What follows belongs to an exercise in optimizing a design on an open flow for small area, a short achievable clock period and few clock cycles; a production flow would make more cautious choices. In this exercise RTL edits were held to simulation tests only and were not proved equivalent to the original. Power figures rest on the tool's default switching activity, not on a simulated workload.

===== flow/flow/run.sh =====
#!/bin/bash
# The standard layout (standard.sh: the standard flow's own synthesis, floorplan, power
# grid, placement, CTS and routing), with one change: the buffers that
# placement puts on every input and output port are sky130_fd_sc_hd__buf_4
# cells, which timing repair can resize, instead of the default delay-cell
# buffer. The make output goes to standard.log; each ORFS step keeps its own
# log under orfs/logs/.
set -euo pipefail
export BUFFER_PORTS_ARGS="-buffer_cell sky130_fd_sc_hd__buf_4"
bash standard.sh > standard.log 2>&1

===== flow/standard.sh =====
#!/bin/bash
# synth_recipe.tcl (not shown) runs the flow's synth.tcl, then flattens the netlist and writes it again
# the make line also repeats each setting of config.mk as NAME=value (left out here)
make -C /OpenROAD-flow-scripts/flow DESIGN_CONFIG=/design/flow/config.mk WORK_HOME=/design/flow/orfs CLKGATE_MAP_FILE= SYNTH_SCRIPT=/design/flow/synth_recipe.tcl "${@:-finish}"

===== flow/config.mk =====
export PLATFORM = sky130hd
export DESIGN_NAME = mips_top
export DESIGN_NICKNAME = mips_top
export VERILOG_FILES = /design/flow/design.v
export SDC_FILE = /design/flow/constraint.sdc
export NUM_CORES = 4
export LEC_CHECK = 0
export CAP_MARGIN = 20
export CORE_MARGIN = 2
export CORE_UTILIZATION = 40
export CTS_BUF_LIST = sky130_fd_sc_hd__clkbuf_16
export CTS_CLUSTER_DIAMETER = 70
export CTS_CLUSTER_SIZE = 25
export PLACE_DENSITY = 0.6
export SETUP_SLACK_MARGIN = 4.7
export SLEW_MARGIN = 20

===== flow/constraint.sdc =====
create_clock -name core_clock -period 8.0 [get_ports {clk}]
set_input_delay 1.6000 -clock core_clock [delete_from_list [all_inputs] [get_ports {clk}]]
set_output_delay 1.6000 -clock core_clock [all_outputs]
set_load 0.01 [all_outputs]

===== flow/design.v =====
`timescale 1ns/1ns
module add_sk #(parameter W = 32, parameter L = 5) (
    input  [W-1:0] a, b,
    input          ci,
    output [W-1:0] s);
    wire [W-1:0] p = a ^ b;
    wire [W-1:0] g = {a[W-1:1] & b[W-1:1], (a[0] & b[0]) | (p[0] & ci)};
    wire [W-1:0] gg [0:L];
    wire [W-1:0] pp [0:L];
    assign gg[0] = g;
    assign pp[0] = p;
    genvar l, i;
    generate
        for (l = 0; l < L; l = l + 1) begin : lv
            for (i = 0; i < W; i = i + 1) begin : bt
                if ((i >> l) & 1) begin : m
                    assign gg[l+1][i] = gg[l][i] | (pp[l][i] & gg[l][((i >> l) << l) - 1]);
                    assign pp[l+1][i] = pp[l][i] & pp[l][((i >> l) << l) - 1];
                end else begin : k
                    assign gg[l+1][i] = gg[l][i];
                    assign pp[l+1][i] = pp[l][i];
                end
            end
        end
    endgenerate
    assign s = p ^ {gg[L][W-2:0], ci};
endmodule
module mips_top (
    input           clk,
    input           rst,
    output  [31:0]  imem_addr,
    input   [31:0]  imem_data,
    output          wb_en,
    output  [4:0]   wb_reg,
    output  [31:0]  wb_data);
    reg  [31:0] pc;
    reg         e_we, e_br;
    reg  [4:0]  e_dst;
    reg         e_sub, e_log, e_and;     
    reg  [31:0] e_a, e_b, e_tgt;
    reg         e_fa, e_fb;              
    reg         w_en;
    reg  [4:0]  w_reg;
    reg  [31:0] w_data;
    reg  [31:0] rf [0:31];
    reg  [31:0] rf_v;
    wire [31:0] a = e_fa ? w_data : e_a;
    wire [31:0] b = e_fb ? w_data : e_b;
    wire [31:0] sum;
    add_sk #(32, 5) alu_add (.a(a), .b(b ^ {32{e_sub}}), .ci(e_sub), .s(sum));
    wire [31:0] lres = e_and ? (a & b) : (a | b);
    wire [31:0] res  = e_log ? lres : sum;
    wire taken_e = e_br && (a == b);
    wire [31:0] ins = imem_data;
    wire [5:0]  op  = ins[31:26];
    wire [4:0]  rs  = ins[25:21];
    wire [4:0]  rt  = ins[20:16];
    wire [4:0]  rd  = ins[15:11];
    wire [31:0] imm = {{16{ins[15]}}, ins[15:0]};
    wire is_r    = (op == 6'b000000);
    wire is_addi = (op == 6'b001000);
    wire is_beq  = (op == 6'b000100);
    wire same    = (rs == rt);
    wire br_u    = is_beq && same;                           
    wire br_c    = is_beq && !same && (ins[15:0] != 16'd0);  
    wire [31:0] pc1 = pc + 32'd1;
    wire [13:0] hi_p = pc1[31:18] + 14'd1;
    wire [13:0] hi_m = pc1[31:18] - 14'd1;
    wire [16:0] lo;
    add_sk #(17, 5) tgt_add (.a({1'b0, pc1[17:2]}), .b({1'b0, ins[15:0]}), .ci(1'b0), .s(lo));
    wire [13:0] hi = ins[15] ? (lo[16] ? pc1[31:18] : hi_m)
                             : (lo[16] ? hi_p : pc1[31:18]);
    wire [31:0] tgt = {hi, lo[15:0], pc1[1:0]};
    wire [31:0] wsel = w_en ? (32'd1 << w_reg) : 32'd0;
    wire byp_a = w_en && (w_reg == rs);
    wire byp_b = w_en && (w_reg == rt);
    reg [31:0] da, db;
    integer k;
    always @(*) begin
        da = byp_a ? w_data : 32'd0;
        db = byp_b ? w_data : 32'd0;
        for (k = 0; k < 32; k = k + 1) begin
            da = da | (((rs == k) && rf_v[k] && !wsel[k]) ? rf[k] : 32'd0);
            db = db | (((rt == k) && rf_v[k] && !wsel[k]) ? rf[k] : 32'd0);
        end
    end
    always @(posedge clk or posedge rst) begin
        if (rst) begin
            pc   <= 32'd0;
            e_we <= 1'b0;
            e_br <= 1'b0;
            w_en <= 1'b0;
            rf_v <= 32'd0;
        end else begin
            pc   <= taken_e ? e_tgt : (br_u ? tgt : pc1);
            e_we <= !taken_e && (is_r || is_addi);
            e_br <= !taken_e && br_c;
            w_en <= e_we;
            rf_v <= rf_v | wsel;
        end
    end
    always @(posedge clk) begin
        e_dst  <= is_r ? rd : rt;
        e_sub  <= is_r && (ins[2:1] == 2'd1);
        e_log  <= is_r && ins[2];
        e_and  <= !ins[1];
        e_a    <= da;
        e_b    <= is_addi ? imm : db;
        e_tgt  <= tgt;
        e_fa   <= e_we && (e_dst == rs);
        e_fb   <= e_we && (e_dst == rt) && !is_addi;
        w_reg  <= e_dst;
        w_data <= res;
        if (w_en) rf[w_reg] <= w_data;
    end
    assign imem_addr = pc;
    assign wb_en     = w_en;
    assign wb_reg    = w_reg;
    assign wb_data   = w_data;
endmodule

==> impl_metrics.yaml, run 1 <==
final_layout:
  regMostFlops: "rf"
  largest_reg_flops: 1024
  final_cells: 6119
  fin_nets: 4426
  layout-drive-gt1-share_pct: 20.8
  fillers: 11686
  syn2layout_area_growth_pct: 17.8
  final_cell_area_mm2: 0.0646
  layout_commonest_cell: "edfxtp_1"
  layout_common_cells: "1024 x edfxtp_1, 414 x a22oi_1, 291 x a22o_1"
synth:
  synth_edf_count: 1024
  yosysSeqAreaShare_pct: 64.3
  synth-seq-cells: 1234
  async_flop_share_pct: 5.43
  yosysWarnings: 3
  synth-simple-area-share_pct: 7.86
  syn_area_mm2: 0.0548
  synthDistinctLibCells: 81
  synth_compound_area_share_pct: 18.3
  yosysTopAreaCellShare_pct: 56.1
  synth-adder-area-share_pct: 2.86
  synthXorXnorAreaFrac_pct: 2.36
  syn_nets: 4215
  synthCells: 4061
  synth_top_cell_by_area: "edfxtp_1"
  muxShareOfSynthArea_pct: 1.57
  synth_top_family_by_area: "compound AO/OA/AOI/OAI gates"
  ys.flop_type: "edfxtp_1"
  synth_area_leaders: "edfxtp_1 56%, a22oi_1 5.7%, dfxtp_1 5.2%"
  syn_area_per_cell_um2: 13.5
sta:
  timing.fmax_mhz: 279
  final-hold-violation-count: 0
  worstMarginPinSlew_ps: 1280
  fin_skew_ps: 53.5
  rsz0062_at_grt: "yes"
  setup_violations: 0
  period_minus_slack_ps: 3590
  drv_slew: 0
  finalCritPeriodShare_pct: 44.9
  setup_tns_ps: 0
  maxSlewHeadroom_pct: 14.6
  timing.hold.ws_ps: 392
placement:
  dp_cells: 5846
  placed_area_mm2: 0.0590
  dpl.hpwl_mm: 131
  io_buffers: 103
  gp_congestion: 0.936
outcome:
  status: "timing/DRC/antenna clean"
routing:
  drt_iter0_drc: 12105
  vias: 46706
  first_pass_iters: 10
  viasPerCell: 7.63
  ant_nets: 0
  wl_per_cell_um: 44.2
  wl_mm: 270
  route.detailed.drc: 0
cts:
  cts_hold_buf: 0
  htree_levels: 3
  clockBufferDepth: 3
  root_buffer: "clkbuf_16"
  cts_tree: "yes"
  cts_num_sinks: 1234
  numCtsBuffers: 70
  clk-insertion-delay-late_ps: 740
  path_clk_slew_ps: 100
worst_setup_path:
  critPathArrivalTime_ps: 4140
  crit_path_max_fanout: 5
  crit-reg2reg-capture: "w_data[16]"
  crit_path_cell_trace: "buf_6, buf_6, buf_16, mux2_4, nand2_4, o21ai_4, fa_2, nor2b_2, o31a_1, nor2_4, buf_12, o21ai_4, nor2_4, o31ai_4, fa_2, nor2_1, a21oi_1"
  worstPathRequired_ps: 8550
  crit_path_end_kind: "flop"
  timing.rr.start: "e_fb"
  cp_slowest_cell: "fa_2"
  critPathLaunchType: "flop"
  crit_type: "flop to flop"
  crit_start: "e_fb"
  reg2regPathDepth: 17
  reg2reg_slack_ps: 4410
  cpPeakStageDelay_ps: 460
flow_run:
  maxCapViolations: 0
global_routing:
  grt_pass1_wl_mm: 357
  grt_usage_pct: 36.8
  antenna_found_initial: 10
  overflow: 0
  grt_max_degree: 65
  grt_pass1_vias: 42584
min_path:
  hold-path-endpoint: "w_reg[0]"
  hold_class: "flop to flop"
  hold_depth: 0
  hp-start: "e_dst[0]"
power:
  switchingPower_mw: 3.62
  intPower_mw: 9.81
  p_per_area_mw_per_mm2: 208
  comb_power_share_pct: 12.9
  sw_frac_of_total_pct: 27.0
  power.share.clock_pct: 31.6
  ir_drop_mv: 0.162
  power_leakage_nw: 22.6
  pwr-share-seq_pct: 55.5
die:
  die_x_um: 374
  rows: 135
  ios: 104
  die_h_um: 374
  dieArea_mm2: 0.140
  coreArea_mm2: 0.136
  start_util_pct: 40.4
## how the worst max path moves through the flow
stage / endpoint / depth (start not counted)
after CTS: pc[31] / 16
after floorplan: pc[30] / 11
after global routing: pc[20] / 20
after global placement: pc[31] / 8
after detailed placement: e_b[22] / 10
final: w_data[16] / 17
## timing repair
action,CTS,global route
resized for setup,255,207
gates cloned,4,7
setup endpoints to repair,149,127
setup buffers,66,58
pin swaps,54,61
## per-layer routing
layer | share of wire [%] | track usage [%]
met5 | 0.14 | 1.78
met4 | 8.4 | 22.6
met3 | 19 | 18.9
met2 | 40 | 51.2
met1 | 33 | 45.0
## power groups by stage
stage / clock network (mW) / logic, mW / registers [mW]
floorplan: 0 / 0.846 / 7.59
global placement: 0 / 1.40 / 7.54
detailed placement: 0 / 1.43 / 7.55
CTS: 4.20 / 1.58 / 7.42
global route: 4.42 / 1.88 / 7.48
finish: 4.24 / 1.74 / 7.45
## cell usage after synthesis, types with 4 or more instances
cell type	number
a221oi_1	290
clkbuf_1	134
nand4_1	153
o21bai_1	4
edfxtp_1	1024
ha_1	111
nor2_1	128
nor4_1	32
o21ai_1	19
a222oi_1	32
nor3_1	123
o211ai_1	6
xnor2_1	92
dfxtp_1	143
o31ai_1	4
a22oi_1	415
nand3_1	92
inv_1	102
or3_1	5
o21ai_0	63
and3_1	11
o21a_1	6
buf_2	89
mux2_2	8
buf_1	43
and4_1	5
and2_1	5
a211oi_1	5
a21oi_1	72
nor2b_1	8
fa_1	9
a31oi_1	40
nor3_2	4
dfrtp_1	67
mux2i_1	76
a21o_1	7
nand3b_1	5
nand2b_1	18
a22o_1	291
xor2_1	54
or2_2	33
nand2_1	178
## per-stage QoR
step | util [%] | power [mW] | setup WS [ps]
after floorplan | - | 8.44 | 4220
after global placement | 43.5 | 8.94 | 2850
after detailed placement | 43.5 | 8.97 | 3080
after CTS | 46.4 | 13.2 | 4480
after global routing | 47.5 | 13.8 | 4240
final | 47.6 | 13.4 | 4410
## cell families after synthesis
logic type                 after synthesis
AOI/OAI and AO/OA                     1278
xor gates and xnor gates               147
adders and majority gates              120
buffers and inverters                  369
DFF                                   1234
muxes                                   85
and+or+nand+nor                        828
## critical path, delay by kind of cell, from the launching register on
family	cells	cell delay (ps)
compound gates	5	890
fa+ha+maj	2	880
buf+inv	4	500
simple gates	5	450
flops	1	380
mux	1	330
## cell type report
| cell class | instances | area [um^2] | share of cell area (%) |
|---|---|---|---|
| Sequential cell | 1234 | 35300 | 54.7 |
| Multi-Input combinational cell | 2458 | 20300 | 31.5 |
| Timing Repair Buffer | 406 | 3920 | 6.07 |
| Tap cell | 1781 | 2230 | 3.45 |
| Clock buffer | 74 | 1850 | 2.87 |
| Clock inverter | 56 | 520 | 0.806 |
| Inverter | 102 | 383 | 0.593 |
| Antenna cell | 8 | 20.0 | 0.0310 |
Testbench counts, summed over its fixed seeds: cycles 17,895.
==> run 2, diff against run 1 <==
--- a/flow/config.mk
+++ b/flow/config.mk
@@ -7,10 +7,10 @@
 export LEC_CHECK = 0
 export CAP_MARGIN = 20
 export CORE_MARGIN = 2
-export CORE_UTILIZATION = 40
+export CORE_UTILIZATION = 55
 export CTS_BUF_LIST = sky130_fd_sc_hd__clkbuf_16
 export CTS_CLUSTER_DIAMETER = 70
 export CTS_CLUSTER_SIZE = 25
-export PLACE_DENSITY = 0.6
-export SETUP_SLACK_MARGIN = 4.7
+export PLACE_DENSITY = 0.7
+export SETUP_SLACK_MARGIN = 4.6
 export SLEW_MARGIN = 20
==> impl_metrics.yaml, run 2 <==
synth:
  yosysSeqAreaShare_pct: 64.3
  synth-adder-area-share_pct: 2.86
  syn_area_per_cell_um2: 13.5
  muxShareOfSynthArea_pct: 1.57
  ys.flop_type: "edfxtp_1"
  synth_top_family_by_area: "compound AO/OA/AOI/OAI gates"
  synthCells: 4061
  yosys-top-cells-count: "1024 x edfxtp_1, 415 x a22oi_1, 291 x a22o_1"
  synthDistinctLibCells: 81
  syn_area_mm2: 0.0548
  synth-seq-cells: 1234
  yosysTopAreaCellShare_pct: 56.1
  synth_compound_area_share_pct: 18.3
  async_flop_share_pct: 5.43
  yosysWarnings: 3
  synth-simple-area-share_pct: 7.86
  synth_area_leaders: "edfxtp_1 56%, a22oi_1 5.7%, dfxtp_1 5.2%"
  syn_nets: 4215
  synth_top_cell_by_area: "edfxtp_1"
  yosysMostFrequentCell: "edfxtp_1"
  synth_edf_count: 1024
  synthXorXnorAreaFrac_pct: 2.36
routing:
  route.detailed.drc: 0
  first_pass_iters: 17
  wl_per_cell_um: 45.1
  viasPerCell: 8.38
  drt_iter0_drc: 12757
  vias: 46719
  ant_nets: 0
  wl_mm: 251
placement:
  gp_congestion: 0.958
  io_buffers: 103
  dpl_worst_slack_ps: 3210
  dpl.hpwl_mm: 122
  dp_cells: 5341
worst_setup_path:
  path_buf_inv: 3
  crit_top_cell: "buf_4"
  crit_path_end_kind: "flop"
  critPathArrivalTime_ps: 4210
  cpPeakStageDelay_ps: 410
  cp_slowest_cell: "dfrtp_2"
  worstPathRequired_ps: 8570
  critPathLaunchType: "flop"
  crit_type: "flop to flop"
  path_delay_family: "simple AND/OR/NAND/NOR gates"
  crit_path_max_fanout: 6
  crit_path_cell_trace: "buf_4, and4_4, nand2_4, nor2_1, xor2_1, ha_1, nand3_1, nor3b_4, o22ai_4, buf_4, buf_6, nor3_4, nand2_2, a211oi_2, xnor2_1, a21oi_1"
sta:
  fin_skew_ps: 28.0
  setup_violations: 0
  final.setup.worst_slack_ps: 4360
  period_minus_slack_ps: 3640
  timing.fmax_mhz: 275
  drv_slew: 0
  rsz0062_at_grt: "yes"
  finalCritPeriodShare_pct: 45.5
  setup_tns_ps: 0
  timing.hold.ws_ps: 385
  final-hold-violation-count: 0
  maxSlewHeadroom_pct: 20.2
  worstMarginPinSlew_ps: 1200
global_routing:
  grt_pass1_vias: 42798
  overflow: 0
  antenna_found_initial: 13
  grt_pass1_wl_mm: 337
  grt_max_degree: 68
  grt_usage_pct: 48.0
final_layout:
  layout_commonest_cell: "edfxtp_1"
  fillers: 7179
  largest_reg_flops: 1024
  regArea_mm2: 0.0353
  layout_common_cells: "1024 x edfxtp_1, 414 x a22oi_1, 291 x a22o_1"
  fin_nets: 4369
  multi_input_area_mm2: 0.0198
  syn2layout_area_growth_pct: 14.1
  final_cells: 5575
  regMostFlops: "rf"
  layout-drive-gt1-share_pct: 18.3
power:
  ir_drop_mv: 0.234
  p_per_area_mw_per_mm2: 214
  power_leakage_nw: 22.0
die:
  rows: 115
  start_util_pct: 55.6
  ios: 104
  coreArea_mm2: 0.0986
  die_h_um: 320
  die_x_um: 320
  dieArea_mm2: 0.102
cts:
  cts_num_sinks: 1234
  cts_hold_buf: 0
  numCtsBuffers: 70
  path_clk_slew_ps: 90
  clockBufferDepth: 3
  htree_levels: 3
  clk-insertion-delay-late_ps: 710
  cts_tree: "yes"
  root_buffer: "clkbuf_16"
min_path:
  hold_class: "flop to flop"
flow_run:
  maxCapViolations: 0
outcome:
  status: "timing/DRC/antenna clean"
run 2: cell counts after synthesis:
Identical to the previous run, type by type.
run 2: kinds of logic (layout without fill, tap and decap cells):
family	count (synthesis)	count (layout)
xor+xnor	147	147
simple gates	828	828
compound gates	1278	1279
buf+inv	369	579
other cells	0	16
flops	1234	1234
fa+ha+maj	120	120
mux	85	85
run 2: per-layer routing:
layer  track usage (%)  vias up  part of all wire, %  wire (um)
li1                  -    16911                    -          -
met1              57.0    21898                   30      76100
met2              65.0     5871                   39      97900
met3              24.6     2013                   19      48700
met4              37.9       26                   11      28400
met5              1.99        -                 0.15        388
run 2: cell type report:
class	instances	area share (%)
sequential	1234	56.5
clock inverter	55	0.862
inverter	102	0.614
timing repair buffer	348	4.74
tap	1287	2.57
clock buffer	74	2.96
multi-input combinational	2459	31.7
antenna	16	0.0640
run 2: worst register-to-register path: stages (launching register included):
cell and delay (ps):
dfrtp_2 410, buf_4 140, and4_4 300, nand2_4 110, nor2_1 170, xor2_1 280, ha_1 250, nand3_1 170
nor3b_4 400, o22ai_4 160, buf_4 160, buf_6 110, nor3_4 270, nand2_2 130, a211oi_2 250, xnor2_1 140
a21oi_1 80
run 2: power by group:
part | total, mW | switching, mW | internal [mW]
sequential | 7.42 | 0.216 | 7.21
combinational | 1.73 | 0.990 | 0.741
clock | 4.23 | 2.35 | 1.87
total | 13.4 | 3.56 | 9.82
run 2: per-stage QoR:
stage,area (um^2),total power [mW],util [%]
finish,62600,13.4,63.5
global route,62500,13.7,63.4
CTS,61600,13.2,62.5
detailed placement,58200,8.96,59.1
global placement,58200,8.91,59.1
floorplan,55200,8.43,-
run 2: timing repair:
action / in CTS / in global routing
pin swaps: 38 / 31
cloned: 2 / 0
setup endpoints to repair: 150 / 123
setup buffers: 44 / 43
resized for setup: 160 / 129
run 2: final timing paths:
check / startpoint / to / slack (ps) / cells past startpoint
worst max register to register: pc[0] / pc[30] / 4360 / 16
worst min-delay path: e_dst[4] / w_reg[4] / 390 / 0
worst min register to register: e_dst[4] / w_reg[4] / 390 / 0
min in group asynchronous: rst / pc[26] / 1200 / 3
max in group asynchronous: rst / pc[0] / 6110 / 3
worst max-delay path: pc[0] / pc[30] / 4360 / 16
==> run 3, diff against run 2 <==
--- a/flow/design.v
+++ b/flow/design.v
@@ -50,7 +50,9 @@
     add_sk #(32, 5) alu_add (.a(a), .b(b ^ {32{e_sub}}), .ci(e_sub), .s(sum));
     wire [31:0] lres = e_and ? (a & b) : (a | b);
     wire [31:0] res  = e_log ? lres : sum;
-    wire taken_e = e_br && (a == b);
+    wire eq = (e_fa && e_fb) || (!e_fa && !e_fb && (e_a == e_b)) ||
+              (e_fa && !e_fb && (w_data == e_b)) || (!e_fa && e_fb && (e_a == w_data));
+    wire taken_e = e_br && eq;
     wire [31:0] ins = imem_data;
     wire [5:0]  op  = ins[31:26];
     wire [4:0]  rs  = ins[25:21];
@@ -64,13 +66,14 @@
     wire br_u    = is_beq && same;                           
     wire br_c    = is_beq && !same && (ins[15:0] != 16'd0);  
     wire [31:0] pc1 = pc + 32'd1;
-    wire [13:0] hi_p = pc1[31:18] + 14'd1;
-    wire [13:0] hi_m = pc1[31:18] - 14'd1;
+    wire [13:0] hi_0 = pc[31:18];
+    wire [13:0] hi_p = pc[31:18] + 14'd1;
+    wire [13:0] hi_m = pc[31:18] - 14'd1;
     wire [16:0] lo;
-    add_sk #(17, 5) tgt_add (.a({1'b0, pc1[17:2]}), .b({1'b0, ins[15:0]}), .ci(1'b0), .s(lo));
-    wire [13:0] hi = ins[15] ? (lo[16] ? pc1[31:18] : hi_m)
-                             : (lo[16] ? hi_p : pc1[31:18]);
-    wire [31:0] tgt = {hi, lo[15:0], pc1[1:0]};
+    add_sk #(17, 5) tgt_add (.a({1'b0, pc[17:2]}), .b({1'b0, ins[15:0]}), .ci(pc[1] & pc[0]), .s(lo));
+    wire [13:0] hi = ins[15] ? (lo[16] ? hi_0 : hi_m)
+                             : (lo[16] ? hi_p : hi_0);
+    wire [31:0] tgt = {hi, lo[15:0], pc[1] ^ pc[0], ~pc[0]};
     wire [31:0] wsel = w_en ? (32'd1 << w_reg) : 32'd0;
     wire byp_a = w_en && (w_reg == rs);
     wire byp_b = w_en && (w_reg == rt);
--- a/flow/config.mk
+++ b/flow/config.mk
@@ -7,10 +7,10 @@
 export LEC_CHECK = 0
 export CAP_MARGIN = 20
 export CORE_MARGIN = 2
-export CORE_UTILIZATION = 55
+export CORE_UTILIZATION = 40
 export CTS_BUF_LIST = sky130_fd_sc_hd__clkbuf_16
 export CTS_CLUSTER_DIAMETER = 70
 export CTS_CLUSTER_SIZE = 25
-export PLACE_DENSITY = 0.7
-export SETUP_SLACK_MARGIN = 4.6
+export PLACE_DENSITY = 0.6
+export SETUP_SLACK_MARGIN = 4.5
 export SLEW_MARGIN = 20
==> impl_metrics.yaml, run 3 <==
outcome:
  status: "timing/DRC/antenna clean"
synth:
  synthDistinctLibCells: 85
  yosysMostFrequentCell: "edfxtp_1"
  yosysSeqAreaShare_pct: 64.0
  synthCells: 4091
  ys.flop_type: "edfxtp_1"
  synth_edf_count: 1024
  yosysWarnings: 3
  synth-seq-cells: 1234
  synth_top_cell_by_area: "edfxtp_1"
  synth_area_leaders: "edfxtp_1 56%, a22oi_1 7.3%, dfxtp_1 5.2%"
  syn_nets: 4181
  async_flop_share_pct: 5.43
  yosys-top-cells-count: "1024 x edfxtp_1, 537 x a22oi_1, 227 x a22o_1"
  syn_area_per_cell_um2: 13.5
  syn_area_mm2: 0.0552
  yosysTopAreaCellShare_pct: 55.7
placement:
  io_buffers: 103
  dpl.hpwl_mm: 136
  dp_cells: 5871
  gp_congestion: 0.950
min_path:
  hold_depth: 0
  hold-path-endpoint: "w_reg[3]"
  hp-start: "e_dst[3]"
  hold_class: "flop to flop"
final_layout:
  regMostFlops: "rf"
  largest_reg_flops: 1024
  final_cells: 6084
  layout_common_cells: "1024 x edfxtp_1, 537 x a22oi_1, 292 x buf_4"
  layout_commonest_cell: "edfxtp_1"
  layout-drive-gt1-share_pct: 17.7
  syn2layout_area_growth_pct: 14.3
  fin_nets: 4314
die:
  coreArea_mm2: 0.137
  die_h_um: 375
  start_util_pct: 40.2
  die_x_um: 375
  rows: 136
  dieArea_mm2: 0.141
  ios: 104
sta:
  setup_violations: 0
  final-hold-violation-count: 0
  finalCritPeriodShare_pct: 46.0
  setup_tns_ps: 0
  worstMarginPinSlew_ps: 1240
  rsz0062_at_grt: "yes"
  timing.fmax_mhz: 272
  fin_skew_ps: 52.9
  maxSlewHeadroom_pct: 17.4
  period_minus_slack_ps: 3680
  drv_slew: 0
worst_setup_path:
  reg2reg_slack_ps: 4470
  cpPeakStageDelay_ps: 590
  critPathArrivalTime_ps: 4290
  path_delay_family: "buffers and inverters"
  critPathLaunchType: "primary input"
  path_buf_inv: 3
  cp_slowest_cell: "buf_4"
  crit_type: "primary input to flop"
  crit_path_max_fanout: 24
  timing.rr.start: "pc[0]"
  crit_top_cell: "buf_4"
  reg2regPathDepth: 14
  crit_path_cell_trace: "buf_4, nand3_1, nor3_2, buf_4, buf_4, a22o_1, a221oi_1, nand4_1, nor3_1, a31oi_1"
  crit-reg2reg-capture: "pc[21]"
  worstPathRequired_ps: 8610
  crit_path_end_kind: "flop"
global_routing:
  grt_pass1_wl_mm: 352
  grt_max_degree: 68
  overflow: 0
  antenna_found_initial: 10
  grt_pass1_vias: 42492
  grt_usage_pct: 36.1
power:
  ir_drop_mv: 0.160
  p_per_area_mw_per_mm2: 200
  power_leakage_nw: 23.0
cts:
  root_buffer: "clkbuf_16"
  path_clk_slew_ps: 90
  clk-insertion-delay-late_ps: 760
  htree_levels: 3
  numCtsBuffers: 73
  clockBufferDepth: 3
  cts_tree: "yes"
  cts_hold_buf: 0
  cts_num_sinks: 1234
routing:
  drt_iter0_drc: 11717
  wl_per_cell_um: 43.5
  first_pass_iters: 13
  ant_nets: 0
  route.detailed.drc: 0
  viasPerCell: 7.61
  wl_mm: 265
  vias: 46280
flow_run:
  maxCapViolations: 0
run 3: changes by cell type after synthesis, sizes merged, moves of 21 or more:
cell and delta:
a22oi +122, nor4 +23, xnor2 +52, a22o -64, inv -62, mux2 +21
a221oi -59, ha -65
run 3: layer usage:
layer | vias to the layer above | global-route usage [%] | routed length (um)
met5 | - | 0.823 | 352
met4 | 23 | 23.4 | 23600
met3 | 1619 | 18.4 | 48400
met2 | 5273 | 50.9 | 106000
met1 | 22297 | 43.3 | 85700
li1 | 17068 | - | -
run 3: how the worst max path moves through the flow:
stage | start | slack (ps) | cells past startpoint | endpoint
2_1_floorplan | imem_data[0] | 3940 | 15 | pc[19]
3_3_place_gp | imem_data[0] | 2780 | 13 | pc[29]
3_5_place_dp | imem_data[0] | 2740 | 13 | pc[29]
4_1_cts | imem_data[0] | 4440 | 15 | pc[20]
5_1_grt | imem_data[0] | 4310 | 13 | pc[29]
6_report | imem_data[20] | 4320 | 10 | e_b[21]
run 3: repair_timing:
item                       4_1_cts  5_1_grt
setup endpoints to repair      131       75
setup buffers                   43       24
resized for setup              112      102
cloned                           3        2
pin swaps                       23       27
run 3: cell type report:
class                      count  area (um^2)
antenna                        8         20.0
clock buffer                  74         1850
clock inverter                59          651
fill                       12054        74100
inverter                      40          163
multi-input combinational   2520        19700
sequential                  1234        35300
tap                         1794         2240
timing repair buffer         355         3140
run 3: logic make-up (layout without fill, tap and decap cells):
logic type / Yosys count / after routing / synth area share, %
AOI/OAI and AO/OA: 1282 / 1282 / 18.3
xor gates and xnor gates: 210 / 210 / 3.33
adders and majority gates: 64 / 64 / 1.55
buffers and inverters: 337 / 528 / 2.72
DFF: 1234 / 1234 / 64.0
muxes: 97 / 97 / 1.83
other: 0 / 8 / 0
and+or+nand+nor: 867 / 867 / 8.33
run 3: power breakdown:
group / switching, mW / internal (mW) / total, mW
registers: 0.163 / 7.02 / 7.18
logic: 0.572 / 0.472 / 1.04
clock network: 2.46 / 1.91 / 4.37
total: 3.19 / 9.40 / 12.6
run 3: metrics by stage:
step           cell area (um^2)  power (mW)  hold slack (ps)  setup slack [ps]  utilization, %
2_1_floorplan             55300        7.85              359              3940               -
3_3_place_gp              58900        8.18              378              2780            43.0
3_5_place_dp              58900        8.19              384              2740            43.0
4_1_cts                   62300        12.5              365              4440            45.4
5_1_grt                   63000        12.9              364              4310            46.0
6_report                  63100        12.6              361              4320            46.0
Testbench counts of run 3, summed over its fixed seeds: cycles 17,895.

## port drivers added, routing unchanged
The results above use ideal ports. As a check the final layouts listed here were re-extracted and re-timed, cells and wires unchanged. Step 1: set_driving_cell puts a clkbuf_16 on clk and a buf_2 on each other input, an assumption about the parent block. Step 2 moves the port delays by t, midway between the first and last clock arrival at a register: inputs arrive t later, outputs are due t later. That takes back most of the time a late clock gives input paths. Slacks: ideal / step 1 / step 2; pairs: ideal / step 1.
| run | shift t [ns] | setup slack, ns | pins driven straight from the clock port |
|---|---|---|---|
| run 1 | 0.788 | 4.410 / 4.410 / 3.721 | 1 |
| run 2 | 0.774 | 4.363 / 4.363 / 3.789 | 1 |
| run 3 | 0.811 | 4.321 / 4.375 / 3.563 | 1 |
After both steps every run listed still meets setup and hold. The setup slack of run 3, which loses most, moves by +0.054 ns with the drivers and by -0.758 ns with both steps.
